This design comes from an exercise in tuning for small area on the open sky130 flow, not from production work. Where RTL was checked, it was by simulation tests only, not by an equivalence proof against the original. The RTL of runs 1 to 3 was laid out without a check of its function. Power figures rest on the tool's default switching activity, not on a simulated workload.

==> flow/design.v <==
module YM2149 (
	input      [7:0] I_DA,
	output reg [7:0] O_DA,
	output           O_DA_OE_L,
	input            I_A9_L,
	input            I_A8,
	input            I_BDIR,
	input            I_BC2,
	input            I_BC1,
	input            I_SEL_L,
	input            I_STEREO,
	output reg [7:0] O_AUDIO,
	output reg [1:0] O_CHAN,
	output reg [9:0] O_AUDIO_L,
	output reg [9:0] O_AUDIO_R,
	input      [7:0] I_IOA,
	output     [7:0] O_IOA,
	output           O_IOA_OE_L,
	input      [7:0] I_IOB,
	output     [7:0] O_IOB,
	output           O_IOB_OE_L,
	input            ENA,  
	input            RESET_L,
	input            CLK
);
wire rst = ~RESET_L;
reg  [3:0] addr;      
reg        addr_lo;   
wire [2:0] mode = {I_BDIR, I_BC2, I_BC1};
wire busctrl_addr = (mode == 3'b001) | (mode == 3'b100) | (mode == 3'b111);
wire cs = ~I_A9_L & I_A8 & addr_lo;
wire busctrl_we = cs & (mode == 3'b110);
wire busctrl_re = cs & (mode == 3'b011);
assign O_DA_OE_L = ~busctrl_re;
always @(posedge CLK) begin
	if (rst) begin
		addr    <= 4'd0;
		addr_lo <= 1'b1;
	end else if (busctrl_addr) begin
		addr    <= I_DA[3:0];
		addr_lo <= (I_DA[7:4] == 4'd0);
	end
end
reg [7:0] r0, r2, r4, r7, r11, r12, r14, r15;
reg [3:0] r1, r3, r5, r13;
reg [4:0] r6, r8, r9, r10;
reg       env_reset;
wire [15:0] wsel = busctrl_we ? (16'd1 << addr) : 16'd0;
always @(posedge CLK) begin
	if (rst | wsel[0])  r0  <= rst ? 8'd0 : I_DA;
	if (rst | wsel[1])  r1  <= rst ? 4'd0 : I_DA[3:0];
	if (rst | wsel[2])  r2  <= rst ? 8'd0 : I_DA;
	if (rst | wsel[3])  r3  <= rst ? 4'd0 : I_DA[3:0];
	if (rst | wsel[4])  r4  <= rst ? 8'd0 : I_DA;
	if (rst | wsel[5])  r5  <= rst ? 4'd0 : I_DA[3:0];
	if (rst | wsel[6])  r6  <= rst ? 5'd0 : I_DA[4:0];
	if (rst | wsel[7])  r7  <= rst ? 8'd0 : I_DA;
	if (rst | wsel[8])  r8  <= rst ? 5'd0 : I_DA[4:0];
	if (rst | wsel[9])  r9  <= rst ? 5'd0 : I_DA[4:0];
	if (rst | wsel[10]) r10 <= rst ? 5'd0 : I_DA[4:0];
	if (rst | wsel[11]) r11 <= rst ? 8'd0 : I_DA;
	if (rst | wsel[12]) r12 <= rst ? 8'd0 : I_DA;
	if (rst | wsel[13]) r13 <= rst ? 4'd0 : I_DA[3:0];
	if (rst | wsel[14]) r14 <= rst ? 8'd0 : I_DA;
	if (rst | wsel[15]) r15 <= rst ? 8'd0 : I_DA;
	env_reset <= rst | wsel[13];
end
reg [7:0] ioa_inreg, iob_inreg;
always @(posedge CLK) begin
	ioa_inreg <= I_IOA;
	iob_inreg <= I_IOB;
end
always @(*) begin
	case (addr)
		4'h0: O_DA = r0;
		4'h1: O_DA = {4'd0, r1};
		4'h2: O_DA = r2;
		4'h3: O_DA = {4'd0, r3};
		4'h4: O_DA = r4;
		4'h5: O_DA = {4'd0, r5};
		4'h6: O_DA = {3'd0, r6};
		4'h7: O_DA = r7;
		4'h8: O_DA = {3'd0, r8};
		4'h9: O_DA = {3'd0, r9};
		4'hA: O_DA = {3'd0, r10};
		4'hB: O_DA = r11;
		4'hC: O_DA = r12;
		4'hD: O_DA = {4'd0, r13};
		4'hE: O_DA = ioa_inreg;
		default: O_DA = iob_inreg;
	endcase
end
reg [3:0] cnt_div;
reg       noise_div;
reg       ena_div;
wire div_zero = (cnt_div == 4'd0);
always @(posedge CLK) begin
	cnt_div   <= rst ? 4'd0 : (ENA & div_zero) ? {~I_SEL_L, 3'b111} : cnt_div - {3'b000, ENA};
	noise_div <= ~rst & (noise_div ^ (ENA & div_zero));
	ena_div   <= ~rst & (ENA ? div_zero : ena_div);
end
wire tick       = ENA & ena_div;
wire tick_noise = tick & ~noise_div;
reg  [4:0] noise_gen_cnt;
reg [16:0] poly17;
wire [5:0] noise_inc  = {1'b0, noise_gen_cnt} + {5'd0, tick_noise};
wire       noise_wrap = (noise_inc >= {1'b0, r6});
wire       noise_step = tick_noise & noise_wrap;
always @(posedge CLK) begin
	noise_gen_cnt <= (rst | noise_step) ? 5'd0 : noise_inc[4:0];
	if (rst | noise_step)
		poly17 <= rst ? 17'd0 : {poly17[0] ^ poly17[2] ^ (poly17 == 17'd0), poly17[16:1]};
end
reg [11:0] tone_gen_cnt1, tone_gen_cnt2, tone_gen_cnt3;
reg  [3:1] tone_gen_op;
wire [12:0] tinc1 = {1'b0, tone_gen_cnt1} + {12'd0, tick};
wire [12:0] tinc2 = {1'b0, tone_gen_cnt2} + {12'd0, tick};
wire [12:0] tinc3 = {1'b0, tone_gen_cnt3} + {12'd0, tick};
wire twrap1 = tick & (tinc1 >= {1'b0, r1, r0});
wire twrap2 = tick & (tinc2 >= {1'b0, r3, r2});
wire twrap3 = tick & (tinc3 >= {1'b0, r5, r4});
always @(posedge CLK) begin
	tone_gen_cnt1 <= (rst | twrap1) ? 12'd0 : tinc1[11:0];
	tone_gen_cnt2 <= (rst | twrap2) ? 12'd0 : tinc2[11:0];
	tone_gen_cnt3 <= (rst | twrap3) ? 12'd0 : tinc3[11:0];
	tone_gen_op   <= rst ? 3'd0 : (tone_gen_op ^ {twrap3, twrap2, twrap1});
end
reg [15:0] env_gen_cnt;
reg        env_ena;
wire [16:0] einc  = {1'b0, env_gen_cnt} + {16'd0, tick};
wire        ewrap = tick & (einc >= {1'b0, r12, r11});
always @(posedge CLK) begin
	env_gen_cnt <= (rst | ewrap) ? 16'd0 : einc[15:0];
	env_ena     <= ~rst & (ENA ? ewrap : env_ena);
end
reg        env_hold;
reg        env_inc;
reg  [4:0] env_vol;
wire is_bot    = (env_vol == 5'b00000);
wire is_bot_p1 = (env_vol == 5'b00001);
wire is_top_m1 = (env_vol == 5'b11110);
wire is_top    = (env_vol == 5'b11111);
always @(posedge CLK) begin
	if (env_reset) begin
		env_vol  <= r13[2] ? 5'b00000 : 5'b11111;
		env_inc  <= r13[2];
		env_hold <= 1'b0;
	end else if (ENA & env_ena) begin
		if (!env_hold)
			env_vol <= env_inc ? env_vol + 5'd1 : env_vol - 5'd1;
		if (!r13[3]) begin
			if (env_inc ? is_top : is_bot_p1) env_hold <= 1'b1;
		end else if (r13[0]) begin  
			if (!env_inc) begin
				if (r13[1] ? is_bot : is_bot_p1) env_hold <= 1'b1;
			end else begin
				if (r13[1] ? is_top : is_top_m1) env_hold <= 1'b1;
			end
		end else if (r13[1]) begin  
			if (!env_inc) begin
				if (is_bot_p1) env_hold <= 1'b1;
				if (is_bot) begin env_hold <= 1'b0; env_inc <= 1'b1; end
			end else begin
				if (is_top_m1) env_hold <= 1'b1;
				if (is_top) begin env_hold <= 1'b0; env_inc <= 1'b0; end
			end
		end
	end
end
reg       tone_ena_l, tone_src, noise_ena_l;
reg [4:0] chan_vol;
always @(*) begin
	tone_ena_l  = 1'b1; tone_src = 1'b1;
	noise_ena_l = 1'b1; chan_vol = 5'b00000;
	case (cnt_div[1:0])
		2'b00: begin tone_ena_l = r7[0]; tone_src = tone_gen_op[1]; chan_vol = r8;  noise_ena_l = r7[3]; end
		2'b01: begin tone_ena_l = r7[1]; tone_src = tone_gen_op[2]; chan_vol = r9;  noise_ena_l = r7[4]; end
		2'b10: begin tone_ena_l = r7[2]; tone_src = tone_gen_op[3]; chan_vol = r10; noise_ena_l = r7[5]; end
		default: ;
	endcase
end
wire chan_mixed = (tone_ena_l | tone_src) & (noise_ena_l | poly17[0]);
wire [4:0] chan_amp = ~chan_mixed ? 5'd0 :
                      chan_vol[4] ? env_vol :
                      (chan_vol[3:0] == 4'd0) ? 5'd0 : {chan_vol[3:0], 1'b1};
reg  [4:0] amp;         
reg  [1:0] cnt_div_t1;
reg  [7:0] dac_amp;
always @(*) begin
	case (amp)
		5'b11111: dac_amp = 8'hFF;
		5'b11110: dac_amp = 8'hD9;
		5'b11101: dac_amp = 8'hBA;
		5'b11100: dac_amp = 8'h9F;
		5'b11011: dac_amp = 8'h88;
		5'b11010: dac_amp = 8'h74;
		5'b11001: dac_amp = 8'h63;
		5'b11000: dac_amp = 8'h54;
		5'b10111: dac_amp = 8'h48;
		5'b10110: dac_amp = 8'h3D;
		5'b10101: dac_amp = 8'h34;
		5'b10100: dac_amp = 8'h2C;
		5'b10011: dac_amp = 8'h25;
		5'b10010: dac_amp = 8'h1F;
		5'b10001: dac_amp = 8'h1A;
		5'b10000: dac_amp = 8'h16;
		5'b01111: dac_amp = 8'h13;
		5'b01110: dac_amp = 8'h10;
		5'b01101: dac_amp = 8'h0D;
		5'b01100: dac_amp = 8'h0B;
		5'b01011: dac_amp = 8'h09;
		5'b01010: dac_amp = 8'h08;
		5'b01001: dac_amp = 8'h07;
		5'b01000: dac_amp = 8'h06;
		5'b00111: dac_amp = 8'h05;
		5'b00110: dac_amp = 8'h04;
		5'b00101: dac_amp = 8'h03;
		5'b00100: dac_amp = 8'h03;
		5'b00011: dac_amp = 8'h02;
		5'b00010: dac_amp = 8'h02;
		5'b00001: dac_amp = 8'h01;
		default:  dac_amp = 8'h00;
	endcase
end
always @(posedge CLK) begin
	if (rst | ENA) begin
		amp        <= rst ? 5'd0 : chan_amp;
		cnt_div_t1 <= rst ? 2'd0 : cnt_div[1:0];
		O_AUDIO    <= rst ? 8'd0 : dac_amp;
		O_CHAN     <= rst ? 2'd0 : cnt_div_t1;
	end
end
reg [9:0] vol_l, vol_r;
reg       mix_done;    
wire first = (cnt_div_t1 == 2'b10);  
wire acc   = ENA & (cnt_div_t1 != 2'b11);
wire [9:0] base_l = (ENA & first) ? 10'd0 : vol_l;
wire [9:0] base_r = (ENA & first) ? 10'd0 : vol_r;
wire [7:0] add_l  = (acc & ~(first & I_STEREO)) ? dac_amp : 8'd0;
wire [7:0] add_r  = (acc & ~(cnt_div_t1 == 2'b00 & I_STEREO)) ? dac_amp : 8'd0;
always @(posedge CLK) begin
	vol_l    <= rst ? 10'd0 : base_l + {2'b00, add_l};
	vol_r    <= rst ? 10'd0 : base_r + {2'b00, add_r};
	mix_done <= ~rst & ENA & (cnt_div_t1 == 2'b11);
	if (rst | mix_done) begin
		O_AUDIO_L <= vol_l;
		O_AUDIO_R <= vol_r;
	end
end
assign O_IOA      = r14;
assign O_IOA_OE_L = ~r7[6];
assign O_IOB      = r15;
assign O_IOB_OE_L = ~r7[7];
endmodule
==> flow/run.sh <==
#!/bin/bash
# synth_recipe.tcl (not shown) runs the flow's synth.tcl, then flattens the netlist and writes it again
# the make line also repeats each setting of config.mk as NAME=value (left out here)
make -C /OpenROAD-flow-scripts/flow DESIGN_CONFIG=/design/flow/config.mk WORK_HOME=/design/flow/orfs CLKGATE_MAP_FILE= SYNTH_SCRIPT=/design/flow/synth_recipe.tcl finish
==> flow/config.mk <==
export PLATFORM = sky130hd
export DESIGN_NAME = YM2149
export DESIGN_NICKNAME = YM2149
export VERILOG_FILES = /design/flow/design.v
export SDC_FILE = /design/flow/constraint.sdc
export NUM_CORES = 4
export LEC_CHECK = 0
export CAP_MARGIN = 20
export CORE_MARGIN = 2
export CORE_UTILIZATION = 40
export SLEW_MARGIN = 20
==> flow/constraint.sdc <==
create_clock -name core_clock -period 10.0 [get_ports {CLK}]
set_input_delay 2.0000 -clock core_clock [delete_from_list [all_inputs] [get_ports {CLK}]]
set_output_delay 2.0000 -clock core_clock [all_outputs]
set_load 0.01 [all_outputs]
==> results of run 1 <==
cells by family (layout without fill, tap and decap cells):
family	count (synthesis)	count (layout)	share of synthesized area [%]
mux	25	25	2.10
simple gates	409	409	15.7
flops	279	279	52.7
compound gates	251	251	11.9
buf+inv	143	256	4.19
xor+xnor	64	64	4.11
fa+ha+maj	101	101	9.37
metrics by stage:
| step | hold slack, ns | std cells | setup WS, ns | util, % |
|---|---|---|---|---|
| 2_1_floorplan | 0.400 | 1272 | 4.28 | - |
| 3_3_place_gp | 0.411 | 1774 | 3.71 | 44.7 |
| 3_5_place_dp | 0.411 | 1774 | 3.61 | 44.7 |
| 4_1_cts | 0.428 | 1832 | 3.89 | 47.8 |
| 5_1_grt | 0.448 | 1833 | 3.70 | 47.8 |
| 6_report | 0.424 | 1833 | 3.89 | 47.8 |
layout make-up:
type	count	area, µm²
Clock buffer	42	878
Clock inverter	16	166
Fill cell	3114	17500
Inverter	95	357
Multi-Input combinational cell	850	5900
Sequential cell	279	7190
Tap cell	448	561
Timing Repair Buffer	103	991
state kept, by name, summed over array words and instances (netlist names), 12 cells and up:
signal	cells
tone_gen_cnt3	12
poly17	17
tone_gen_cnt1	12
env_gen_cnt	16
tone_gen_cnt2	12
power by group through the flow:
stage / logic, µW / registers [µW] / clock network (µW)
CTS: 394 / 1370 / 1180
floorplan: 261 / 1370 / 0
global placement: 385 / 1390 / 0
global route: 438 / 1380 / 1230
finish: 392 / 1370 / 1150
detailed placement: 390 / 1390 / 0
synth_stat cells (3+ instances only):
cell	instances
a211oi_1	13
a21boi_0	6
a21o_1	16
a21oi_1	61
a221oi_1	7
a22oi_1	10
a31o_2	4
a31oi_1	5
and2_1	65
and3_1	31
buf_1	5
buf_2	4
buf_6	3
clkbuf_1	34
dfxtp_1	119
edfxtp_1	160
ha_1	99
inv_1	95
mux2_2	5
mux2i_1	17
nand2_1	71
nand2b_1	17
nand3_1	34
nand3b_1	5
nand4_1	6
nor2_1	86
nor2b_1	57
nor3_1	15
nor3b_1	4
nor4_1	5
o211ai_1	6
o21a_1	5
o21ai_0	68
o22ai_1	9
o31ai_1	8
or4_1	3
xnor2_1	40
xor2_1	24
routing by layer:
metal,GRT usage (%),vias to the layer above
met4,5.53,0
met5,0,-
li1,-,4698
met3,2.70,60
met2,29.6,273
met1,24.3,4576
worst max-delay path by stage:
stage / from / end / slack, ns / cells after the start
CTS: addr[3] / O_DA[4] / 3.89 / 9
global route: addr[3] / O_DA[4] / 3.70 / 9
finish: addr[3] / O_DA[4] / 3.89 / 9
floorplan: ENA / poly17[0] / 4.28 / 13
detailed placement: ENA / tone_gen_cnt2[2] / 3.61 / 17
global placement: ENA / tone_gen_cnt2[9] / 3.71 / 17
critical path: cells and delay by family (launching register included):
kind | cells | cell delay, ns
compound gates | 5 | 0.78
flops | 1 | 1.01
buf+inv | 2 | 1.18
simple gates | 2 | 0.55
==> out/qor.yml, run 1 <==
sta:
  rsz0062_at_grt: "no"
  setup_viol: 0
  period_share_pct: 61.1
  relSlewSlack_pct: 29.0
  tightest_slew_ns: 1.06
  clock_skew_ns: 0.0299
  setup-tns-final_ns: 0
  hold_violations: 0
  fin_crit_ns: 6.11
  fmax_mhz: 164
  slew_viol_final: 0
global_route:
  grt_max_degree: 69
  grt_pass1_vias: 9380
  grt_usage_pct: 17.9
  antenna_found_initial: 0
  grt_overflow_total: 0
  grt_pass1_wl_um: 50700
floorplan:
  core_area_mm2: 0.0335
  die_area_mm2: 0.0356
  pin_count: 91
  die_width_um: 189
  die_h_um: 189
  start_util_pct: 40.7
  rows: 67
clock_tree:
  postCtsSetupBuffers: 0
  post_cts_resized: 0
  clkSinkCount: 279
  cts_buffer_depth: 3
  hold_buffers: 0
  numCtsBuffers: 31
  cts_root_buffer: "clkbuf_16"
  htreeDepth: 1
  cts_tree: "yes"
  clk_latency_ns: 0.58
  clkTransAtPathRegs_ns: 0.06
finish:
  final_nets: 1495
  final_common_cell: "edfxtp_1"
  num_antenna_cells: 0
  final_area_mm2: 0.0160
  final_cell_mix: "edfxtp_1, dfxtp_1, ha_1, inv_1, clkdlybuf4s50_1"
  synthToLayoutAreaGrowth_pct: 17.5
  drive_gt1_share_pct: 6.28
power:
  totalPowerFinal_uw: 2910
  leakage_uw: 0.00659
  intPower_uw: 2170
  switching_share_pct: 25.5
  clockPowerShare_pct: 39.6
  switchingPower_uw: 742
  peakVddDrop_uv: 130
  seq_power_share_pct: 47.0
  powerDensity_mw_per_mm2: 182
  comb_power_share_pct: 13.4
worst_setup_path:
  worstReg2RegStart: "ena_div"
  r2r-end: "tone_gen_cnt2[5]"
  critPathLaunchType: "flip-flop"
  cpMostUsedCell: "o21ai_0"
  path_max_fanout: 30
  crit_required_ns: 8.00
  crit_chain: "inv_1 > nor2_1 > nand2_1 > o21ai_0 > a22oi_1 > o21ai_0 > o21ai_0 > a2bb2oi_1 > clkdlybuf4s50_1"
  crit_arrival_ns: 4.11
  cpPeakStageDelay_ns: 1.01
  reg2reg_setup_slack_ns: 6.30
  rr_worst_depth: 16
  crit_type: "flip-flop to output pin"
  cp-end-kind: "output pin"
  slowest_stage: "dfxtp_1"
synthesis:
  synth_top_area_share_pct: 35.2
  yosysWarningCount: 1
  ys_ff_latch: 279
  syn_inst: 1272
  yosys-top-cells-area: "edfxtp_1, dfxtp_1, ha_1, and2_1, inv_1"
  avgSynthCellArea_um2: 10.7
  synth-edff-count: 160
  syn-num-nets: 1407
  synth_cell_type_count: 75
  yosys.area.top_type: "edfxtp_1"
  yosysSeqAreaShare_pct: 52.7
  synth_area_mm2: 0.0136
  synthFlopType: "edfxtp_1"
  async_reset_ff_share_pct: 0
route:
  wirelength_um: 31900
  routed-wl-met2_um: 14700
  dr.max_layer_used: "met4"
  wl_per_cell_um: 17.4
  wl_met3_um: 1730
  drc: 0
  num_vias: 9607
  drt_iter0_drc: 704
  drt-met1-wl_um: 14600
  vias_per_cell: 5.24
  dr.pass1.iters: 5
  ant_nets: 0
flow_run:
  drv_cap: 0
placed_design:
  place.gp.congestion: 0.878
  place_area_mm2: 0.0150
  port_buffers: 90
  dp_hpwl_um: 22800
run_status:
  outcome: "timing/DRC/antenna clean"
worst_hold_path:
  hold_class: "flip-flop to flip-flop"
  min_path_cells: 0
  whs_endpoint: "O_AUDIO_R[4]"
  worstHoldStart: "vol_r[4]"
==> run 2, diff against run 1 <==
--- a/flow/config.mk
+++ b/flow/config.mk
@@ -9,3 +9,5 @@
 export CORE_MARGIN = 2
-export CORE_UTILIZATION = 40
+export CORE_UTILIZATION = 60
+export CTS_BUF_LIST = sky130_fd_sc_hd__clkbuf_4
+export PLACE_DENSITY = 0.7
 export SLEW_MARGIN = 20
==> run 2 against run 1 <==
Compared with the run above: now fails the layout checks on antenna violations; setup slack gained 0.60 ns; critical path depth shrank 1; synthesized area is the same; register-to-register slack gained 0.11 ns; sequential share of layout area grew 0.49 points; sequential cell count is the same; critical path type unchanged; largest power group unchanged; highest routed layer unchanged.
==> out/qor.yml, run 2 <==
global_route:
  antenna_found_initial: 2
  grt_max_degree: 69
  grt_pass1_wl_um: 51700
  grt_overflow_total: 0
  grt_usage_pct: 28.0
  grt_pass1_vias: 9597
route:
  vias_per_cell: 5.67
  wl_per_cell_um: 18.8
  num_vias: 9980
  drt_iter0_drc: 778
  drc: 0
  ant_nets: 1
  wirelength_um: 33100
  dr.pass1.iters: 6
sta:
  rsz0062_at_grt: "no"
  holdWs_ns: 0.425
  period_share_pct: 55.1
  hold_violations: 0
  setup-tns-final_ns: 0
  fin_crit_ns: 5.51
  tightest_slew_ns: 1.01
  slew_viol_final: 0
  setup_viol: 0
  relSlewSlack_pct: 32.2
  fmax_mhz: 182
  clock_skew_ns: 0.0390
floorplan:
  die_h_um: 155
  die_width_um: 155
  pin_count: 91
  die_area_mm2: 0.0240
  start_util_pct: 60.7
  rows: 55
  core_area_mm2: 0.0225
finish:
  top_regs: "poly17 (17), env_gen_cnt (16)"
  final_nets: 1541
  final_area_mm2: 0.0159
  n_fill_cell: 1736
  synthToLayoutAreaGrowth_pct: 16.2
  final_common_cell: "edfxtp_1"
  drive_gt1_share_pct: 11.2
  regMostFlops: "poly17"
  largest_reg_flops: 17
  final_cell_mix: "edfxtp_1, dfxtp_1, clkbuf_4, ha_1, inv_1"
clock_tree:
  cts_root_buffer: "clkbuf_4"
  hold_buffers: 0
  htreeDepth: 3
  clkTransAtPathRegs_ns: 0.07
  cts_buffer_depth: 3
  post_cts_resized: 0
  clk_latency_ns: 0.68
  numCtsBuffers: 76
  postCtsSetupBuffers: 0
  clkSinkCount: 279
  cts_tree: "yes"
worst_setup_path:
  path_max_fanout: 35
  cp-end-kind: "output pin"
  critPathLaunchType: "flip-flop"
  crit_type: "flip-flop to output pin"
  crit_required_ns: 8.00
  rr_worst_depth: 16
  crit_arrival_ns: 3.51
run_status:
  so_faults: "antenna violations"
  outcome: "finished with violations"
synthesis:
  syn-num-nets: 1407
  yosysSeqAreaShare_pct: 52.7
  synth-edff-count: 160
  synthFlopType: "edfxtp_1"
  synth_most_common_cell: "edfxtp_1"
  avgSynthCellArea_um2: 10.7
  yosys-top-cells-area: "edfxtp_1, dfxtp_1, ha_1, and2_1, inv_1"
  yosys.area.top_type: "edfxtp_1"
  yosysWarningCount: 1
  async_reset_ff_share_pct: 0
  syn_inst: 1272
  synth_cell_type_count: 75
  ys_ff_latch: 279
  synthTopCellsByCount: "edfxtp_1, dfxtp_1, ha_1, inv_1, nor2_1"
  synth_top_area_share_pct: 35.2
  synth_area_mm2: 0.0136
power:
  peakVddDrop_uv: 125
  leakage_uw: 0.00671
  powerDensity_mw_per_mm2: 180
worst_hold_path:
  min_path_cells: 0
  hold_class: "flip-flop to flip-flop"
flow_run:
  drv_cap: 0
placed_design:
  place_area_mm2: 0.0148
  port_buffers: 90
  place.gp.congestion: 0.942
  dp_hpwl_um: 23300
==> run 2: cell types whose count changed in the layout (fill, tap and decap cells not counted), sizes merged <==
| cell | before | now |
|---|---|---|
| clkbuf | 43 | 117 |
| buf | 13 | 15 |
| clkinvlp | 2 | 0 |
| diode | 0 | 6 |
| inv | 97 | 96 |
| clkinv | 9 | 19 |
==> run 2: through the flow <==
step | total power (µW) | worst slack (ns) | util [%] | std cells
finish | 2860 | 4.49 | 70.5 | 1759
CTS | 2870 | 4.57 | 70.4 | 1753
global route | 2980 | 4.31 | 70.4 | 1754
global placement | 1780 | 4.18 | 65.8 | 1613
detailed placement | 1790 | 4.02 | 65.8 | 1613
floorplan | 1630 | 4.28 | - | 1272
==> run 2: routing by layer <==
| layer | track usage (%) | vias to the layer above | wire [µm] |
|---|---|---|---|
| met3 | 6.98 | 65 | 2960 |
| met5 | 0 | - | 0 |
| met4 | 9.08 | 0 | 753 |
| met2 | 42.4 | 424 | 14700 |
| met1 | 39.7 | 4640 | 14700 |
| li1 | - | 4851 | - |
==> run 2: final timing paths <==
kind | endpoint | startpoint | slack, ns
setup / recovery | O_DA[1] | addr[2] | 4.49
hold / removal | O_AUDIO_L[0] | vol_l[0] | 0.43
setup reg to reg | tone_gen_cnt2[9] | ena_div | 6.41
hold reg to reg | O_AUDIO_L[0] | vol_l[0] | 0.43
==> run 2: area by class of cell <==
| cell class | count | area [µm²] | area share (%) |
|---|---|---|---|
| diodes | 6 | 15.0 | 0.0947 |
| clock buffers | 117 | 878 | 5.54 |
| clock inverters | 23 | 173 | 1.09 |
| inverters | 95 | 357 | 2.25 |
| multi-input cells | 850 | 5900 | 37.2 |
| flip-flops and latches | 279 | 7190 | 45.3 |
| well taps | 285 | 357 | 2.25 |
| repair buffers | 104 | 1000 | 6.31 |
==> run 2: cell families (layout without fill, tap and decap cells) <==
kind of cell | after synthesis | after routing | share of synthesized area [%]
other | 0 | 6 | 0
AOI/OAI and AO/OA | 251 | 251 | 11.9
buffers and inverters | 143 | 339 | 4.19
xor gates and xnor gates | 64 | 64 | 4.11
and+or+nand+nor | 409 | 409 | 15.7
DFF | 279 | 279 | 52.7
adders and majority gates | 101 | 101 | 9.37
muxes | 25 | 25 | 2.10
==> run 2: where the power goes <==
part | total, µW | internal (µW) | switching, µW
Sequential | 1370 | 1310 | 62.0
Combinational | 399 | 173 | 226
Clock | 1090 | 613 | 474
==> run 2: worst max-delay path, stage by stage, from the launching register on <==
cell and delay (ns):
dfxtp_1 0.31, buf_4 0.34, nor2b_1 0.73, a22o_1 0.27, a221oi_1 0.09, a21oi_1 0.14
a221oi_1 0.07, a21oi_1 0.28, clkdlybuf4s50_1 0.59
==> run 3, diff against run 2 <==
==> flow/flow/run.sh (new file) <==
#!/bin/bash
# Layout flow: the standard synthesis, then the combinational logic between the
# (unchanged) registers is re-mapped by ABC for area, then the standard layout steps
# with smaller port buffers and a clock tree of smaller buffers.
set -euo pipefail
W=$PWD
F=$W/flow
R=$W/orfs/results/${FLOW_PLATFORM}/YM2149/base
LIB=$FLOW_HOME/platforms/${FLOW_PLATFORM}/lib/sky130_fd_sc_hd__tt_025C_1v80.lib

if [[ -f $F/extra.mk ]]; then cat $F/extra.mk >> $W/config.mk; fi

# 1. standard synthesis
bash $W/standard.sh synth > $W/log_1_synth.txt 2>&1
cp $R/1_2_yosys.v $W/std_1_2_yosys.v

# 2. re-map the combinational logic; the flip-flop cells are kept as they are
python3 $F/gen_comb.py $LIB $W/comb_map.v > $W/log_2_gen_comb.txt 2>&1
sed -e "s|@LIB@|$LIB|g" -e "s|@F@|$F|g" -e "s|@W@|$W|g" -e "s|@IN@|$W/std_1_2_yosys.v|g" \
    -e "s|@OUT@|$W/resyn_1_2_yosys.v|g" -e "s|@TOP@|$FLOW_TOP|g" $F/resyn.ys > $W/resyn.ys
yosys -l $W/log_2_resyn.txt -q -s $W/resyn.ys > /dev/null 2>&1
cp $W/resyn_1_2_yosys.v $R/1_2_yosys.v
touch $R/1_2_yosys.v

# 3. standard layout from the re-mapped netlist
bash $W/standard.sh finish > $W/log_3_layout.txt 2>&1
==> flow/flow/extra.mk (new file) <==
export BUFFER_PORTS_ARGS = -buffer_cell sky130_fd_sc_hd__buf_1
export CTS_ARGS = -sink_clustering_enable -repair_clock_nets -dont_use_dummy_load -buf_list sky130_fd_sc_hd__clkbuf_16 -sink_clustering_size 25 -sink_clustering_max_diameter 100
==> flow/flow/gen_comb.py (new file) <==
# Writes a Verilog techmap file giving each combinational liberty cell its function,
# so a mapped netlist can be turned back into generic gates for re-mapping.
import re, sys
lib = open(sys.argv[1]).read()
out = []
pos = 0
cells = [(m.start(), m.group(1)) for m in re.finditer(r'\n\s*cell\s*\(\s*"?([\w]+)"?\s*\)\s*\{', lib)]
cells.append((len(lib), None))
for (s, name), (e, _) in zip(cells, cells[1:]):
    body = lib[s:e]
    if re.search(r'\b(ff|latch|statetable|ff_bank)\s*\(', body) or 'three_state' in body:
        continue
    pins = re.findall(r'\n\s*pin\s*\(\s*"?(\w+)"?\s*\)\s*\{(.*?)\n\s*\}', body, re.S)
    ins, outs = [], []
    for pn, pb in re.finditer(r'\n\s*pin\s*\(\s*"?(\w+)"?\s*\)', body) and [] or []:
        pass
    # split by pin blocks crudely
    for m in re.finditer(r'\n(\s*)pin\s*\(\s*"?(\w+)"?\s*\)\s*\{', body):
        pn = m.group(2)
        seg = body[m.end(): m.end() + 20000]
        d = re.search(r'direction\s*:\s*"?(\w+)"?', seg).group(1)
        if d == 'input':
            ins.append(pn)
        elif d == 'output':
            f = re.search(r'function\s*:\s*"([^"]*)"', seg)
            if not f:
                outs = None; break
            outs.append((pn, f.group(1)))
    if not outs:
        continue
    ports = ins + [o for o, _ in outs]
    v = 'module %s(%s);\n' % (name, ', '.join(ports))
    for i in ins: v += '  input %s;\n' % i
    for o, f in outs:
        v += '  output %s;\n  assign %s = %s;\n' % (o, o, f.replace('!', '~'))
    v += 'endmodule\n'
    out.append(v)
open(sys.argv[2], 'w').write(''.join(out))
print(len(out), 'cells')
==> flow/flow/resyn.abc (new file) <==
strash
fraig
dc2
dch -f
amap
topo
==> flow/flow/resyn.ys (new file) <==
read_liberty -lib @LIB@
read_verilog @IN@
hierarchy -top @TOP@
techmap -map @W@/comb_map.v
techmap
opt -fast
opt -purge
abc -liberty @LIB@ -dont_use *probe* -dont_use *lpflow* -script @F@/resyn.abc
opt_clean -purge
setundef -zero
hilomap -singleton -hicell sky130_fd_sc_hd__conb_1 HI -locell sky130_fd_sc_hd__conb_1 LO
splitnets
opt_clean -purge
insbuf -buf sky130_fd_sc_hd__buf_4 A X
check -assert -mapped
stat -liberty @LIB@
write_verilog -noattr -nohex -nodec @OUT@
==> flow/standard.sh (new file) <==
#!/bin/bash
# synth_recipe.tcl (not shown) runs the flow's synth.tcl, then flattens the netlist and writes it again
# the make line also repeats each setting of config.mk as NAME=value (left out here)
make -C /OpenROAD-flow-scripts/flow DESIGN_CONFIG=/design/flow/config.mk WORK_HOME=/design/flow/orfs CLKGATE_MAP_FILE= SYNTH_SCRIPT=/design/flow/synth_recipe.tcl "${@:-finish}"
--- a/flow/config.mk
+++ b/flow/config.mk
@@ -9,5 +9,5 @@
 export CORE_MARGIN = 2
-export CORE_UTILIZATION = 60
-export CTS_BUF_LIST = sky130_fd_sc_hd__clkbuf_4
-export PLACE_DENSITY = 0.7
+export CORE_UTILIZATION = 40
 export SLEW_MARGIN = 20
+export BUFFER_PORTS_ARGS = -buffer_cell sky130_fd_sc_hd__buf_1
+export CTS_ARGS = -sink_clustering_enable -repair_clock_nets -dont_use_dummy_load -buf_list sky130_fd_sc_hd__clkbuf_16 -sink_clustering_size 25 -sink_clustering_max_diameter 100
removed: flow/run.sh
==> run 3 against run 2 <==
Compared with the run above: sequential power is 3% lower; maximum frequency shrank 5.8%; via count is 10% lower; combinational power fell by 42%; synthesized area fell by 15%; synthesized cell count decreased by 9.3%; sequential cell count unchanged; die area increased by 27%; total power down 24%; largest cell class unchanged; now clean on timing, DRC and antenna.
==> out/qor.yml, run 3 <==
sta:
  fmax_mhz: 171
  period_share_pct: 58.5
  fin_crit_ns: 5.85
  tightest_slew_ns: 1.00
  slew_viol_final: 0
  rsz0062_at_grt: "no"
  relSlewSlack_pct: 33.1
  setup_viol: 0
  setup-tns-final_ns: 0
  hold_violations: 0
  holdWs_ns: 0.429
  clock_skew_ns: 0.0629
power:
  intPower_uw: 1630
  comb_power_share_pct: 10.6
  seq_power_share_pct: 61.1
  peakVddDrop_uv: 139
  totalPowerFinal_uw: 2180
  clockPowerShare_pct: 28.3
  switching_share_pct: 25.4
  leakage_uw: 0.00428
  powerDensity_mw_per_mm2: 169
  switchingPower_uw: 553
worst_setup_path:
  path_max_fanout: 19
  critPathLaunch: "addr[2]"
  crit_required_ns: 8.00
  crit_type: "flip-flop to output pin"
  cpPeakStageDelay_ns: 0.79
  endpoint: "O_DA[3]"
  crit_arrival_ns: 3.85
  worstReg2RegStart: "cnt_div_t1[1]"
  critPathLaunchType: "flip-flop"
  crit_chain: "clkinv_1 > nor2_1 > clkinv_1 > nor2_1 > o21ai_0 > a31oi_1 > o32a_1 > buf_1"
  slowest_stage: "dfxtp_1"
  r2r-end: "vol_r[9]"
  cp-end-kind: "output pin"
  reg2reg_setup_slack_ns: 5.69
  rr_worst_depth: 20
placed_design:
  dp_hpwl_um: 20400
  port_buffers: 90
  place_area_mm2: 0.0125
  place.gp.congestion: 0.927
  dpl.cell_count: 1639
synthesis:
  synth_area_mm2: 0.0116
  syn_inst: 1154
  syn-num-nets: 1188
  avgSynthCellArea_um2: 10.1
  yosysWarningCount: 1
route:
  num_vias: 8955
  drt_iter0_drc: 964
  drc: 0
  dr.pass1.iters: 5
  ant_nets: 0
  vias_per_cell: 5.41
  wirelength_um: 28400
  wl_per_cell_um: 17.2
global_route:
  grt_max_degree: 70
  grt_pass1_vias: 8453
  grt_overflow_total: 0
  grt_usage_pct: 18.6
  grt_pass1_wl_um: 45000
  antenna_found_initial: 0
clock_tree:
  htreeDepth: 1
  clkSinkCount: 279
  numCtsBuffers: 15
  cts_tree: "yes"
  clk_latency_ns: 0.52
  cts_root_buffer: "clkbuf_16"
  cts_buffer_depth: 3
  clkTransAtPathRegs_ns: 0.11
  hold_buffers: 0
  postCtsSetupBuffers: 0
  post_cts_resized: 0
floorplan:
  pin_count: 91
  rows: 62
  core_area_mm2: 0.0287
  die_width_um: 175
  start_util_pct: 40.5
  die_area_mm2: 0.0305
  die_h_um: 175
worst_hold_path:
  hold_class: "flip-flop to flip-flop"
finish:
  final_common_cell: "nor2_1"
  final_cell_mix: "nor2_1, edfxtp_1, clkinv_1, dfxtp_1, nand2_1"
  largest_reg_flops: 17
  final_area_mm2: 0.0129
  drive_gt1_share_pct: 2.36
  synthToLayoutAreaGrowth_pct: 11.1
  instances_no_fill: 1654
  num_antenna_cells: 0
  top_regs: "poly17 (17), env_gen_cnt (16)"
  regMostFlops: "poly17"
  final_nets: 1306
flow_run:
  drv_cap: 0
run_status:
  outcome: "timing/DRC/antenna clean"
## run 3: final cells by class
class,count,area [µm²]
Tap cell,384,480
Inverter,127,477
Fill cell,2765,15800
Timing Repair Buffer,101,420
Sequential cell,279,7190
Multi-Input combinational cell,748,3980
Clock buffer,15,375
## run 3: per-stage QoR
stage                     util, %  setup WS, ns
after floorplan                 -          4.14
after global placement       43.7          3.75
after detailed placement     43.7          3.62
after CTS                    45.0          4.14
after global routing         45.0          3.40
final                        45.0          4.15
## run 3: routing by layer
metal  vias to the layer above  global-route usage [%]  wire [µm]
li1                       4448                       -          -
met1                      4067                    26.1      13000
met2                       381                    29.2      12200
met3                        59                    3.28       2250
met4                         0                    6.08       1000
met5                         -                       0          0
## run 3: how the worst min path moves through the flow
stage / start / endpoint / slack (ns) / cells after the start
global route: vol_r[2] / O_AUDIO_R[2] / 0.45 / 0
floorplan: vol_l[1] / O_AUDIO_L[1] / 0.40 / 0
CTS: vol_l[4] / O_AUDIO_L[4] / 0.43 / 0
global placement: vol_l[4] / O_AUDIO_L[4] / 0.41 / 0
finish: vol_l[4] / O_AUDIO_L[4] / 0.43 / 0
detailed placement: vol_l[4] / O_AUDIO_L[4] / 0.41 / 0
## run 3: power groups by stage
stage          Clock (µW)  Sequential, µW  Combinational (µW)
5_1_grt               665            1340                 257
3_5_place_dp            0            1360                 229
6_report              617            1330                 232
3_3_place_gp            0            1360                 227
2_1_floorplan           0            1340                 145
4_1_cts               633            1330                 230
## run 3: critical path: cells and delay by family (launching register included)
kind / cells / cell delay, ns
buffers and inverters: 3 / 1.02
and+or+nand+nor: 2 / 0.86
DFF: 1 / 0.79
AOI/OAI and AO/OA: 3 / 0.65
==> run 4, diff against run 3 <==
--- a/flow/design.v
+++ b/flow/design.v
@@ -186,4 +186,10 @@
 reg  [4:0] amp;         
-reg  [1:0] cnt_div_t1;
 reg  [7:0] dac_amp;
+reg        ena_seen1, ena_seen2;
+wire [1:0] cnt_div_t1 = ena_seen1 ? cnt_div[1:0] + 2'd1 : 2'd0;
+always @(posedge CLK) begin
+	ena_seen1 <= ~rst & (ena_seen1 | ENA);
+	ena_seen2 <= ~rst & (ena_seen2 | (ena_seen1 & ENA));
+end
+always @(*) O_CHAN = ena_seen2 ? cnt_div[1:0] + 2'd2 : 2'd0;
 always @(*) begin
@@ -227,5 +233,3 @@
 		amp        <= rst ? 5'd0 : chan_amp;
-		cnt_div_t1 <= rst ? 2'd0 : cnt_div[1:0];
 		O_AUDIO    <= rst ? 8'd0 : dac_amp;
-		O_CHAN     <= rst ? 2'd0 : cnt_div_t1;
 	end
==> run 4 against run 3 <==
Compared with the run above: clock-buffer cell count did not move; register-to-register slack got worse by 0.12 ns; sequential cell count fell by 2; sequential power barely moved; total power rose by 0.26%; critical path depth rose by 1; die area rose by 0.95%; synthesized area rose by 0.97%.
==> out/qor.yml, run 4 <==
synthesis:
  avgSynthCellArea_um2: 9.64
  yosysWarningCount: 1
  syn_inst: 1219
  synth_area_mm2: 0.0117
  syn-num-nets: 1253
clock_tree:
  clk_latency_ns: 0.51
  hold_buffers: 0
  clkTransAtPathRegs_ns: 0.11
  cts_root_buffer: "clkbuf_16"
  clkSinkCount: 277
  numCtsBuffers: 15
  post_cts_resized: 0
  cts_tree: "yes"
  cts_buffer_depth: 3
  htreeDepth: 1
  postCtsSetupBuffers: 0
finish:
  top_regs: "poly17 (17), env_gen_cnt (16)"
  n_fill_cell: 2733
  final_nets: 1375
  final_cell_mix: "nor2_1, edfxtp_1, clkinv_1, dfxtp_1, o21ai_0"
  fin_util_pct: 45.4
  synthToLayoutAreaGrowth_pct: 11.2
  regMostFlops: "poly17"
  num_antenna_cells: 0
  drive_gt1_share_pct: 2.61
  largest_reg_flops: 17
  final_common_cell: "nor2_1"
sta:
  relSlewSlack_pct: 33.9
  fmax_mhz: 153
  hold_violations: 0
  slew_viol_final: 0
  tightest_slew_ns: 0.987
  rsz0062_at_grt: "no"
  setup_viol: 0
  period_share_pct: 65.4
  setup-tns-final_ns: 0
  holdWs_ns: 0.425
  clock_skew_ns: 0.0316
  fin_crit_ns: 6.54
worst_setup_path:
  crit_required_ns: 8.00
  reg2reg_setup_slack_ns: 5.57
  crit_cells: 9
  crit_arrival_ns: 4.54
  critPathLaunchType: "flip-flop"
  path_max_fanout: 13
  critPathBufInv: 3
  cpPeakStageDelay_ns: 0.75
  crit_chain: "clkinv_1 > nor2_1 > clkinv_1 > nor2_1 > nand2_1 > nor2_1 > nor4_1 > or4_1 > buf_1"
  rr_worst_depth: 40
  crit_type: "flip-flop to output pin"
  cp-end-kind: "output pin"
  slowest_stage: "nor2_1"
  crit_family: "simple AND/OR/NAND/NOR gates"
  cpMostUsedCell: "nor2_1"
run_status:
  outcome: "timing/DRC/antenna clean"
global_route:
  grt_pass1_vias: 8601
  grt_usage_pct: 19.7
  grt_max_degree: 63
  grt_pass1_wl_um: 47600
  antenna_found_initial: 0
  grt_overflow_total: 0
power:
  leakage_uw: 0.00440
  powerDensity_mw_per_mm2: 167
  totalPowerFinal_uw: 2190
  peakVddDrop_uv: 120
route:
  wirelength_um: 30200
  wl_per_cell_um: 17.5
  vias_per_cell: 5.34
  num_vias: 9204
  drc: 0
  drt_iter0_drc: 813
  ant_nets: 0
  dr.pass1.iters: 7
worst_hold_path:
  hold_class: "flip-flop to flip-flop"
  min_path_cells: 0
floorplan:
  die_area_mm2: 0.0308
  die_width_um: 175
  die_h_um: 175
  pin_count: 91
  start_util_pct: 40.8
  core_area_mm2: 0.0288
  rows: 62
placed_design:
  port_buffers: 90
  place.gp.congestion: 0.938
  dp_hpwl_um: 21600
flow_run:
  drv_cap: 0
==> run 4: cell type report <==
class | instances | area [µm²] | area share [%]
inverters | 144 | 541 | 4.14
clock buffers | 15 | 375 | 2.87
well taps | 384 | 480 | 3.68
flip-flops and latches | 277 | 7110 | 54.4
multi-input cells | 798 | 4110 | 31.5
repair buffers | 105 | 450 | 3.45
==> run 4: routing by layer <==
| layer | track usage, % | vias to the layer above | part of all wire (%) |
|---|---|---|---|
| met3 | 4.13 | 70 | 7.8 |
| met2 | 30.7 | 349 | 43 |
| li1 | - | 4600 | - |
| met5 | 0 | - | 0 |
| met1 | 27.5 | 4185 | 46 |
| met4 | 6.28 | 0 | 3.1 |
==> run 4: final timing paths <==
check             startpoint             end
setup / recovery     addr[2]         O_DA[1]
hold / removal      vol_l[5]    O_AUDIO_L[5]
setup reg to reg     ena_div  env_gen_cnt[7]
hold reg to reg     vol_l[5]    O_AUDIO_L[5]
==> run 4: through the flow <==
step | cells | worst slack, ns | cell area [µm²]
4_1_cts | 1723 | 3.69 | 13100
5_1_grt | 1723 | 3.04 | 13100
3_3_place_gp | 1707 | 3.59 | 12700
2_1_floorplan | 1219 | 4.37 | 11700
3_5_place_dp | 1708 | 3.46 | 12700
6_report | 1723 | 3.46 | 13100
==> run 4: power by group <==
group	switching, µW	internal (µW)	total (µW)
clock network	355	271	626
logic	166	74.5	240
registers	47.6	1270	1320
total	569	1620	2190
==> run 5, diff against run 4 <==
--- a/flow/design.v
+++ b/flow/design.v
@@ -108,6 +108,8 @@
 wire       noise_step = tick_noise & noise_wrap;
+reg poly17_zero;
 always @(posedge CLK) begin
 	noise_gen_cnt <= (rst | noise_step) ? 5'd0 : noise_inc[4:0];
+	poly17_zero   <= rst | (poly17_zero & ~noise_step);
 	if (rst | noise_step)
-		poly17 <= rst ? 17'd0 : {poly17[0] ^ poly17[2] ^ (poly17 == 17'd0), poly17[16:1]};
+		poly17 <= rst ? 17'd0 : {poly17[0] ^ poly17[2] ^ poly17_zero, poly17[16:1]};
 end
@@ -233,3 +235,3 @@
 		amp        <= rst ? 5'd0 : chan_amp;
-		O_AUDIO    <= rst ? 8'd0 : dac_amp;
+		O_AUDIO    <= dac_amp;  
 	end
@@ -239,5 +241,6 @@
 wire first = (cnt_div_t1 == 2'b10);  
-wire acc   = ENA & (cnt_div_t1 != 2'b11);
-wire [9:0] base_l = (ENA & first) ? 10'd0 : vol_l;
-wire [9:0] base_r = (ENA & first) ? 10'd0 : vol_r;
+wire acc   = ~rst & ENA & (cnt_div_t1 != 2'b11);
+wire clr   = rst | (ENA & first);
+wire [9:0] base_l = clr ? 10'd0 : vol_l;
+wire [9:0] base_r = clr ? 10'd0 : vol_r;
 wire [7:0] add_l  = (acc & ~(first & I_STEREO)) ? dac_amp : 8'd0;
@@ -245,4 +248,4 @@
 always @(posedge CLK) begin
-	vol_l    <= rst ? 10'd0 : base_l + {2'b00, add_l};
-	vol_r    <= rst ? 10'd0 : base_r + {2'b00, add_r};
+	vol_l    <= base_l + {2'b00, add_l};
+	vol_r    <= base_r + {2'b00, add_r};
 	mix_done <= ~rst & ENA & (cnt_div_t1 == 2'b11);
==> flow/flow/run.sh (replaced) <==
#!/bin/bash
# Layout flow: the standard synthesis; then the combinational logic between the
# registers (which are kept exactly as that synthesis made them) is re-mapped by ABC for
# area with a few scripts, keeping the smallest result; then the standard layout
# steps on that netlist, with buf_1 port buffers and a clock tree of fewer buffers
# (settings in extra.mk).
set -euo pipefail
W=$PWD
F=$W/flow
R=$W/orfs/results/${FLOW_PLATFORM}/YM2149/base
LIB=$FLOW_HOME/platforms/${FLOW_PLATFORM}/lib/sky130_fd_sc_hd__tt_025C_1v80.lib

if [[ -f $F/extra.mk ]]; then cat $F/extra.mk >> $W/config.mk; fi

# 1. standard synthesis
bash $W/standard.sh synth > $W/log_1_synth.txt 2>&1
cp $R/1_2_yosys.v $W/std_1_2_yosys.v

# 2. re-map the combinational logic; the flip-flop cells are kept as they are
python3 $F/gen_comb.py $LIB $W/comb_map.v > $W/log_2_gen_comb.txt 2>&1
best=""; best_area=""
for s in $F/abc*.abc; do
  n=$(basename $s .abc)
  sed -e "s|@LIB@|$LIB|g" -e "s|@W@|$W|g" -e "s|@ABC@|$s|g" -e "s|@IN@|$W/std_1_2_yosys.v|g" \
      -e "s|@OUT@|$W/resyn_$n.v|g" -e "s|@TOP@|$FLOW_TOP|g" $F/resyn.ys > $W/resyn_$n.ys
  if yosys -l $W/log_2_resyn_$n.txt -q -s $W/resyn_$n.ys > /dev/null 2>&1; then
    a=$(grep "Chip area for module" $W/log_2_resyn_$n.txt | tail -1 | awk '{print $NF}')
    echo "$n $a" >> $W/log_2_resyn_areas.txt
    if [[ -z "$best" ]] || awk -v a="$a" -v b="$best_area" 'BEGIN{exit !(a < b)}'; then
      best=$n; best_area=$a
    fi
  fi
done
echo "best $best $best_area" >> $W/log_2_resyn_areas.txt
if [[ -n "$best" ]]; then
  cp $W/resyn_$best.v $R/1_2_yosys.v
  touch $R/1_2_yosys.v
fi

# 3. standard layout from the re-mapped netlist
bash $W/standard.sh finish > $W/log_3_layout.txt 2>&1
==> flow/flow/abc1.abc (new file) <==
strash
fraig
dc2
rewrite -z
refactor -z
dc2
dch -f
amap -F 3 -A 8
topo
==> flow/flow/abc2.abc (new file) <==
strash
fraig
dc2
dch -f
amap
topo
==> flow/flow/abc3.abc (new file) <==
strash
fraig
dc2
dch -f
amap -F 3 -A 8
topo
==> flow/flow/abc4.abc (new file) <==
strash
fraig
resub -K 8
dc2
dch -f
amap -F 3 -A 8
topo
==> flow/flow/abc5.abc (new file) <==
strash
fraig
dc2
dc2
dc2
dch -f
amap -F 3 -A 8
topo
--- a/flow/flow/resyn.ys
+++ b/flow/flow/resyn.ys
@@ -7,3 +7,3 @@
 opt -purge
-abc -liberty @LIB@ -dont_use *probe* -dont_use *lpflow* -script @F@/resyn.abc
+abc -liberty @LIB@ -dont_use *probe* -dont_use *lpflow* -script @ABC@
 opt_clean -purge
removed: flow/flow/resyn.abc
==> run 5 against run 4 <==
Compared with the run above: sequential cell count rose by 1; non-clock buffer count up 3; synthesized area is 2.9% lower; maximum frequency is 2.4% higher; via count down 3.5%; routed wire length shrank 5.0%; global-route usage decreased by 0.96 points; cell area is 2.5% lower; combinational power shrank 8%; sequential power barely moved; total power is 0.81% lower; synthesized cell count decreased by 7.2%; largest power group unchanged.
==> out/qor.yml, run 5 <==
run_status:
  outcome: "timing/DRC/antenna clean"
floorplan:
  core_area_mm2: 0.0279
  rows: 61
  die_area_mm2: 0.0299
  die_width_um: 173
  die_h_um: 173
  pin_count: 91
  start_util_pct: 40.8
clock_tree:
  cts_tree: "yes"
  cts_buffer_depth: 3
  post_cts_resized: 0
  clkSinkCount: 278
  cts_root_buffer: "clkbuf_16"
  postCtsSetupBuffers: 0
  htreeDepth: 1
  hold_buffers: 0
  clkTransAtPathRegs_ns: 0.10
  numCtsBuffers: 15
  clk_latency_ns: 0.51
power:
  powerDensity_mw_per_mm2: 170
  totalPowerFinal_uw: 2170
  leakage_uw: 0.00425
  peakVddDrop_uv: 118
worst_setup_path:
  critPathBufInv: 4
  crit_family: "buffers and inverters"
  crit_arrival_ns: 4.39
  path_max_fanout: 15
  critPathLaunchType: "flip-flop"
  cpPeakStageDelay_ns: 0.72
  crit_required_ns: 8.00
  crit_type: "flip-flop to output pin"
  cp-end-kind: "output pin"
  cpMostUsedCell: "clkinv_1"
  slowest_stage: "dfxtp_1"
  crit_chain: "clkinv_1 > nor2_1 > clkinv_1 > nor2_1 > clkinv_1 > o221ai_1 > a222oi_1 > or3_1 > buf_1"
route:
  num_vias: 8883
  wirelength_um: 28700
  vias_per_cell: 5.44
  drt_iter0_drc: 664
  dr.pass1.iters: 6
  drc: 0
  ant_nets: 0
  wl_per_cell_um: 17.6
synthesis:
  yosysWarningCount: 1
  syn_inst: 1131
  syn-num-nets: 1165
  synth_area_mm2: 0.0114
  avgSynthCellArea_um2: 10.1
sta:
  fmax_mhz: 157
  setup-tns-final_ns: 0
  relSlewSlack_pct: 31.0
  hold_violations: 0
  period_share_pct: 63.9
  slew_viol_final: 0
  clock_skew_ns: 0.0341
  rsz0062_at_grt: "no"
  setup_viol: 0
  tightest_slew_ns: 1.03
  fin_crit_ns: 6.39
finish:
  top_regs: "poly17 (17), env_gen_cnt (16)"
  num_antenna_cells: 0
  largest_reg_flops: 17
  synthToLayoutAreaGrowth_pct: 11.6
  final_nets: 1290
  drive_gt1_share_pct: 2.71
  fin_util_pct: 45.6
  regMostFlops: "poly17"
  final_common_cell: "nor2_1"
  n_fill_cell: 2655
  final_cell_mix: "nor2_1, edfxtp_1, o21ai_0, clkinv_1, nand2_1"
global_route:
  antenna_found_initial: 0
  grt_overflow_total: 0
  grt_max_degree: 32
  grt_pass1_vias: 8274
  grt_pass1_wl_um: 44700
  grt_usage_pct: 18.7
placed_design:
  place.gp.congestion: 0.952
  dp_hpwl_um: 21000
  port_buffers: 90
worst_hold_path:
  hold_class: "flip-flop to flip-flop"
flow_run:
  drv_cap: 0
-- run 5: final cells by class --
type	instances	area (µm²)	area share, %
flip-flops and latches	278	7130	56.0
multi-input cells	726	3810	29.9
inverters	127	477	3.74
repair buffers	108	473	3.71
well taps	378	473	3.71
clock buffers	15	375	2.95
-- run 5: power by group --
part | internal (µW) | total [µW] | leakage [µW] | switching [µW]
combinational | 71.6 | 221 | 0.00149 | 149
sequential | 1280 | 1330 | 0.00258 | 49.4
clock | 270 | 621 | 0.000185 | 351
total | 1620 | 2170 | 0.00425 | 550
-- run 5: worst paths after layout --
path	start	endpoint	depth (start not counted)	slack (ns)
max	addr[0]	O_DA[0]	9	3.61
min	vol_r[4]	O_AUDIO_R[4]	0	0.44
max reg2reg	ena_div	env_gen_cnt[15]	39	5.59
min reg2reg	vol_r[4]	O_AUDIO_R[4]	0	0.44
-- run 5: per-layer routing --
layer | wire [µm] | GRT usage (%) | up-vias
met4 | 914 | 5.76 | 0
met2 | 13100 | 30.9 | 384
met1 | 12500 | 25.4 | 4071
met5 | 0 | 0 | -
met3 | 2260 | 2.99 | 56
li1 | - | - | 4372
-- run 5: worst reg2reg max path: cells and delay by family, from the launching register on --
family,cells,cell delay (ns)
AO/OA/AOI/OAI,5,0.95
buffers and inverters,16,1.29
AND/OR/NAND/NOR,18,1.82
flip-flops,1,0.31
-- run 5: per-stage QoR --
stage	instances	cell area [µm²]	hold WS [ns]	setup slack, ns
2_1_floorplan	1131	11400	0.401	4.32
3_3_place_gp	1617	12400	0.414	3.81
3_5_place_dp	1617	12400	0.411	3.60
4_1_cts	1632	12700	0.431	3.79
5_1_grt	1632	12700	0.454	3.35
6_report	1632	12700	0.435	3.61
==> run 6, diff against run 5 <==
==> flow/flow/run.sh (replaced) <==
#!/bin/bash
# Layout flow: the standard synthesis; then the combinational logic between the
# registers (which are kept exactly as that synthesis made them) is re-mapped by ABC for
# area: each script s*.abc is tried, the smallest result is kept, and that is repeated
# from the kept netlist for a few rounds; then the standard layout steps on that
# netlist, with the settings in extra.mk (buf_1 port buffers, a clock tree of fewer
# buffers, no timing-driven placement).
set -euo pipefail
W=$PWD
F=$W/flow
R=$W/orfs/results/${FLOW_PLATFORM}/YM2149/base
LIB=$FLOW_HOME/platforms/${FLOW_PLATFORM}/lib/sky130_fd_sc_hd__tt_025C_1v80.lib
ROUNDS=3

if [[ -f $F/extra.mk ]]; then cat $F/extra.mk >> $W/config.mk; fi

# 1. standard synthesis
bash $W/standard.sh synth > $W/log_1_synth.txt 2>&1
cp $R/1_2_yosys.v $W/std_1_2_yosys.v

# 2. re-map the combinational logic; the flip-flop cells are kept as they are
python3 $F/gen_comb.py $LIB $W/comb_map.v > $W/log_2_gen_comb.txt 2>&1
mkdir -p $W/resyn
cur=$W/std_1_2_yosys.v
best_area=1e30
for r in $(seq 1 $ROUNDS); do
  found=""
  for s in $F/s*.abc; do
    n=r${r}_$(basename $s .abc)
    sed -e "s|@LIB@|$LIB|g" -e "s|@W@|$W|g" -e "s|@ABC@|$s|g" -e "s|@IN@|$cur|g" \
        -e "s|@OUT@|$W/resyn/$n.v|g" -e "s|@TOP@|$FLOW_TOP|g" $F/resyn.ys > $W/resyn/$n.ys
    if yosys -l $W/resyn/log_$n.txt -q -s $W/resyn/$n.ys > /dev/null 2>&1; then
      a=$(grep "Chip area for module" $W/resyn/log_$n.txt | tail -1 | awk '{print $NF}')
      echo "$n $a" >> $W/log_2_resyn_areas.txt
      if awk -v a="$a" -v b="$best_area" 'BEGIN{exit !(a < b)}'; then
        best_area=$a; found=$W/resyn/$n.v
      fi
    fi
  done
  [[ -z "$found" ]] && break
  cur=$found
  echo "round $r kept $cur $best_area" >> $W/log_2_resyn_areas.txt
done
if [[ "$cur" != "$W/std_1_2_yosys.v" ]]; then
  cp $cur $R/1_2_yosys.v
  touch $R/1_2_yosys.v
fi

# 3. standard layout from the re-mapped netlist
bash $W/standard.sh finish > $W/log_3_layout.txt 2>&1
==> flow/flow/extra.mk (replaced) <==
export BUFFER_PORTS_ARGS = -buffer_cell sky130_fd_sc_hd__buf_1
export CTS_ARGS = -sink_clustering_enable -repair_clock_nets -dont_use_dummy_load -buf_list sky130_fd_sc_hd__clkbuf_16 -root_buf sky130_fd_sc_hd__clkbuf_4 -sink_clustering_size 25 -sink_clustering_max_diameter 100
==> flow/flow/s01.abc (new file) <==
strash
fraig
dc2
rewrite -z
refactor -z
dc2
dch -f
amap -F 3 -A 8
topo
==> flow/flow/s02.abc (new file) <==
strash
fraig
dc2
dch -f
amap
topo
==> flow/flow/s03.abc (new file) <==
strash
fraig
dc2
rewrite -z
refactor -z
resub -z -K 10
dc2
dch -f
amap -F 3 -A 8
topo
==> flow/flow/s04.abc (new file) <==
strash
fraig
resub -K 8
dc2
dch -f
amap -F 3 -A 8
topo
==> flow/flow/s05.abc (new file) <==
strash
fraig
dc2
dc2
dc2
dch -f
amap -F 3 -A 8
topo
==> flow/flow/s06.abc (new file) <==
strash
fraig
rewrite
refactor
balance
rewrite -z
refactor -z
rewrite -z
balance
dch -f
amap -F 3 -A 8
topo
==> flow/flow/s07.abc (new file) <==
strash
fraig
dc2
rewrite -z
refactor -z
dc2
dch -f
amap -m -F 3 -A 8
topo
==> flow/flow/s08.abc (new file) <==
strash
fraig
resub -K 6 -N 2
refactor -N 12
dc2
dch -f
amap -F 3 -A 8
topo
==> flow/flow/s09.abc (new file) <==
strash
fraig
dc2
rewrite -z
refactor -z
dc2
dch -f
amap -F 2 -A 12 -C 1000
topo
==> flow/flow/s10.abc (new file) <==
strash
fraig
dc2
rewrite -z
refactor -z
dc2
dch
amap -F 3 -A 8
topo
==> flow/config.mk (replaced) <==
export PLATFORM = sky130hd
export DESIGN_NAME = YM2149
export DESIGN_NICKNAME = YM2149
export VERILOG_FILES = /design/flow/design.v
export SDC_FILE = /design/flow/constraint.sdc
export NUM_CORES = 4
export LEC_CHECK = 0
export CAP_MARGIN = 5
export CORE_MARGIN = 2
export CORE_UTILIZATION = 40
export GPL_TIMING_DRIVEN = 0
export SLEW_MARGIN = 5
export BUFFER_PORTS_ARGS = -buffer_cell sky130_fd_sc_hd__buf_1
export CTS_ARGS = -sink_clustering_enable -repair_clock_nets -dont_use_dummy_load -buf_list sky130_fd_sc_hd__clkbuf_16 -root_buf sky130_fd_sc_hd__clkbuf_4 -sink_clustering_size 25 -sink_clustering_max_diameter 100
removed: flow/flow/abc1.abc
removed: flow/flow/abc2.abc
removed: flow/flow/abc3.abc
removed: flow/flow/abc4.abc
removed: flow/flow/abc5.abc
==> run 6 against run 5 <==
Compared with the run above: cell area fell by 1.0%; clock skew rose by 0.0088 ns; die area fell by 0.19%; via count fell by 0.45%; total power fell by 1.7%; combinational power rose by 4%; clock-buffer cell count did not move; register-to-register slack got worse by 0.36 ns; critical path type unchanged.
==> out/qor.yml, run 6 <==
run_status:
  outcome: "timing/DRC/antenna clean"
finish:
  regMostFlops: "poly17"
  synthToLayoutAreaGrowth_pct: 10.7
  drive_gt1_share_pct: 2.17
  final_cell_mix: "nor2_1, edfxtp_1, o21ai_0, clkinv_1, nand2_1"
  final_nets: 1282
  top_regs: "poly17 (17), env_gen_cnt (16)"
  largest_reg_flops: 17
  final_common_cell: "nor2_1"
  final_area_mm2: 0.0126
  n_fill_cell: 2691
  fin_util_pct: 45.1
worst_setup_path:
  critPathLaunchType: "flip-flop"
  reg2reg_setup_slack_ns: 5.23
  cp-end-kind: "output pin"
  rr_worst_depth: 34
  crit_arrival_ns: 4.56
  worstReg2RegStart: "ena_div"
  critPathLaunch: "addr[1]"
  crit_required_ns: 8.00
  crit_type: "flip-flop to output pin"
  endpoint: "O_DA[0]"
  path_max_fanout: 15
  r2r-end: "env_gen_cnt[11]"
sta:
  fin_crit_ns: 6.56
  clock_skew_ns: 0.0430
  hold_violations: 0
  period_share_pct: 65.6
  setup_viol: 0
  tightest_slew_ns: 1.16
  setup-tns-final_ns: 0
  fmax_mhz: 153
  relSlewSlack_pct: 21.6
  rsz0062_at_grt: "no"
  slew_viol_final: 0
global_route:
  antenna_found_initial: 1
  grt_pass1_vias: 8204
  grt_pass1_wl_um: 44400
  grt_overflow_total: 0
  grt_max_degree: 39
  grt_usage_pct: 18.5
clock_tree:
  numCtsBuffers: 15
  cts_root_buffer: "clkbuf_4"
  clk_latency_ns: 0.69
  clkTransAtPathRegs_ns: 0.11
  cts_buffer_depth: 3
  post_cts_resized: 0
  clkSinkCount: 278
  postCtsSetupBuffers: 0
  hold_buffers: 0
  htreeDepth: 1
  cts_tree: "yes"
floorplan:
  start_util_pct: 40.8
  die_width_um: 173
  die_area_mm2: 0.0298
  core_area_mm2: 0.0279
  pin_count: 91
  die_h_um: 173
  rows: 61
route:
  wl_per_cell_um: 17.5
  num_vias: 8843
  wirelength_um: 28400
  drc: 0
  ant_nets: 0
  vias_per_cell: 5.44
  drt_iter0_drc: 754
  dr.pass1.iters: 7
synthesis:
  synth_area_mm2: 0.0114
  yosysWarningCount: 1
  avgSynthCellArea_um2: 10.0
  syn-num-nets: 1171
  syn_inst: 1137
power:
  peakVddDrop_uv: 124
  leakage_uw: 0.00420
  powerDensity_mw_per_mm2: 169
placed_design:
  dp_hpwl_um: 20500
  place.gp.congestion: 0.921
  place_area_mm2: 0.0122
  port_buffers: 90
flow_run:
  drv_cap: 0
worst_hold_path:
  hold_class: "flip-flop to flip-flop"
==> run 6: final cells by class <==
| cell class | instances | area [µm²] | area share, % |
|---|---|---|---|
| Antenna cell | 1 | 2.50 | 0.0199 |
| Inverter | 123 | 462 | 3.66 |
| Tap cell | 378 | 473 | 3.75 |
| Timing Repair Buffer | 94 | 394 | 3.13 |
| Multi-Input combinational cell | 736 | 3820 | 30.3 |
| Sequential cell | 278 | 7130 | 56.5 |
| Clock buffer | 15 | 323 | 2.56 |
==> run 6: critical path, stage by stage, from the launching register on <==
cell and delay [ns]:
dfxtp_1 0.70, clkinv_1 0.53, nor2_1 0.87, clkinv_1 0.34, nor2_1 0.23, clkinv_1 0.29
nor2_1 0.27, a2111oi_0 0.10, o22ai_1 0.15, o211ai_1 0.19, buf_1 0.18
==> run 6: worst min-delay path by stage <==
stage             start            to  slack (ns)  cells past startpoint
2_1_floorplan  vol_l[3]  O_AUDIO_L[3]        0.40                      0
6_report       vol_r[2]  O_AUDIO_R[2]        0.44                      0
3_5_place_dp   vol_r[2]  O_AUDIO_R[2]        0.41                      0
3_3_place_gp   vol_l[4]  O_AUDIO_L[4]        0.41                      0
5_1_grt        vol_l[4]  O_AUDIO_L[4]        0.45                      0
4_1_cts        vol_r[2]  O_AUDIO_R[2]        0.43                      0
==> run 6: per-stage QoR <==
stage,setup slack (ns),hold slack (ns),std cells,total power [µW]
2_1_floorplan,4.19,0.401,1137,1490
3_3_place_gp,0.864,0.409,1605,1580
3_5_place_dp,2.07,0.411,1607,1580
4_1_cts,2.80,0.435,1622,2140
5_1_grt,2.82,0.449,1625,2220
6_report,3.44,0.437,1625,2130
==> run 6: metal layers <==
layer  vias up  share of wire (%)  global-route usage, %
li1       4352                  -                      -
met1      4136                 45                   25.7
met2       305                 45                   30.4
met3        50                6.6                   3.06
met4         0                3.0                   4.98
met5         -                  0                      0
==> run 6: where the power goes <==
| group | switching (µW) | total, µW | internal [µW] |
|---|---|---|---|
| Sequential | 50.8 | 1330 | 1280 |
| Clock | 342 | 568 | 225 |
| Combinational | 157 | 230 | 72.4 |

what the ideal ports hide:
How much do the figures lean on ideal ports? The routed layouts below were timed once more, with nothing changed but the port constraints.
Step 1: set_driving_cell puts a clkbuf_16 on CLK and a buf_2 on each other input, an assumption about the parent block.
Step 2 moves the port delays by t, midway between the first and last clock arrival at a register: inputs arrive t later, outputs are due t later. That takes back most of the time a late clock gives input paths.
Slacks: ideal ports / drivers / drivers and shift; pairs: ideal ports / drivers.
run | t, ns | setup slack, ns | hold slack, ns
run 1 | 0.610 | 3.888 / 3.838 / 3.600 | 0.424 / 0.424 / 0.424
run 2 | 0.703 | 4.491 / 4.447 / 3.984 | 0.425 / 0.425 / 0.425
run 3 | 0.538 | 4.153 / 4.104 / 3.644 | 0.429 / 0.429 / 0.429
run 4 | 0.547 | 3.456 / 3.407 / 3.423 | 0.425 / 0.425 / 0.425
run 5 | 0.537 | 3.612 / 3.565 / 3.540 | 0.435 / 0.435 / 0.435
run 6 | 0.708 | 3.443 / 3.403 / 2.777 | 0.437 / 0.437 / 0.437
The setup slack of run 6, which loses most, moves by -0.040 ns with the drivers and by -0.666 ns with both steps.
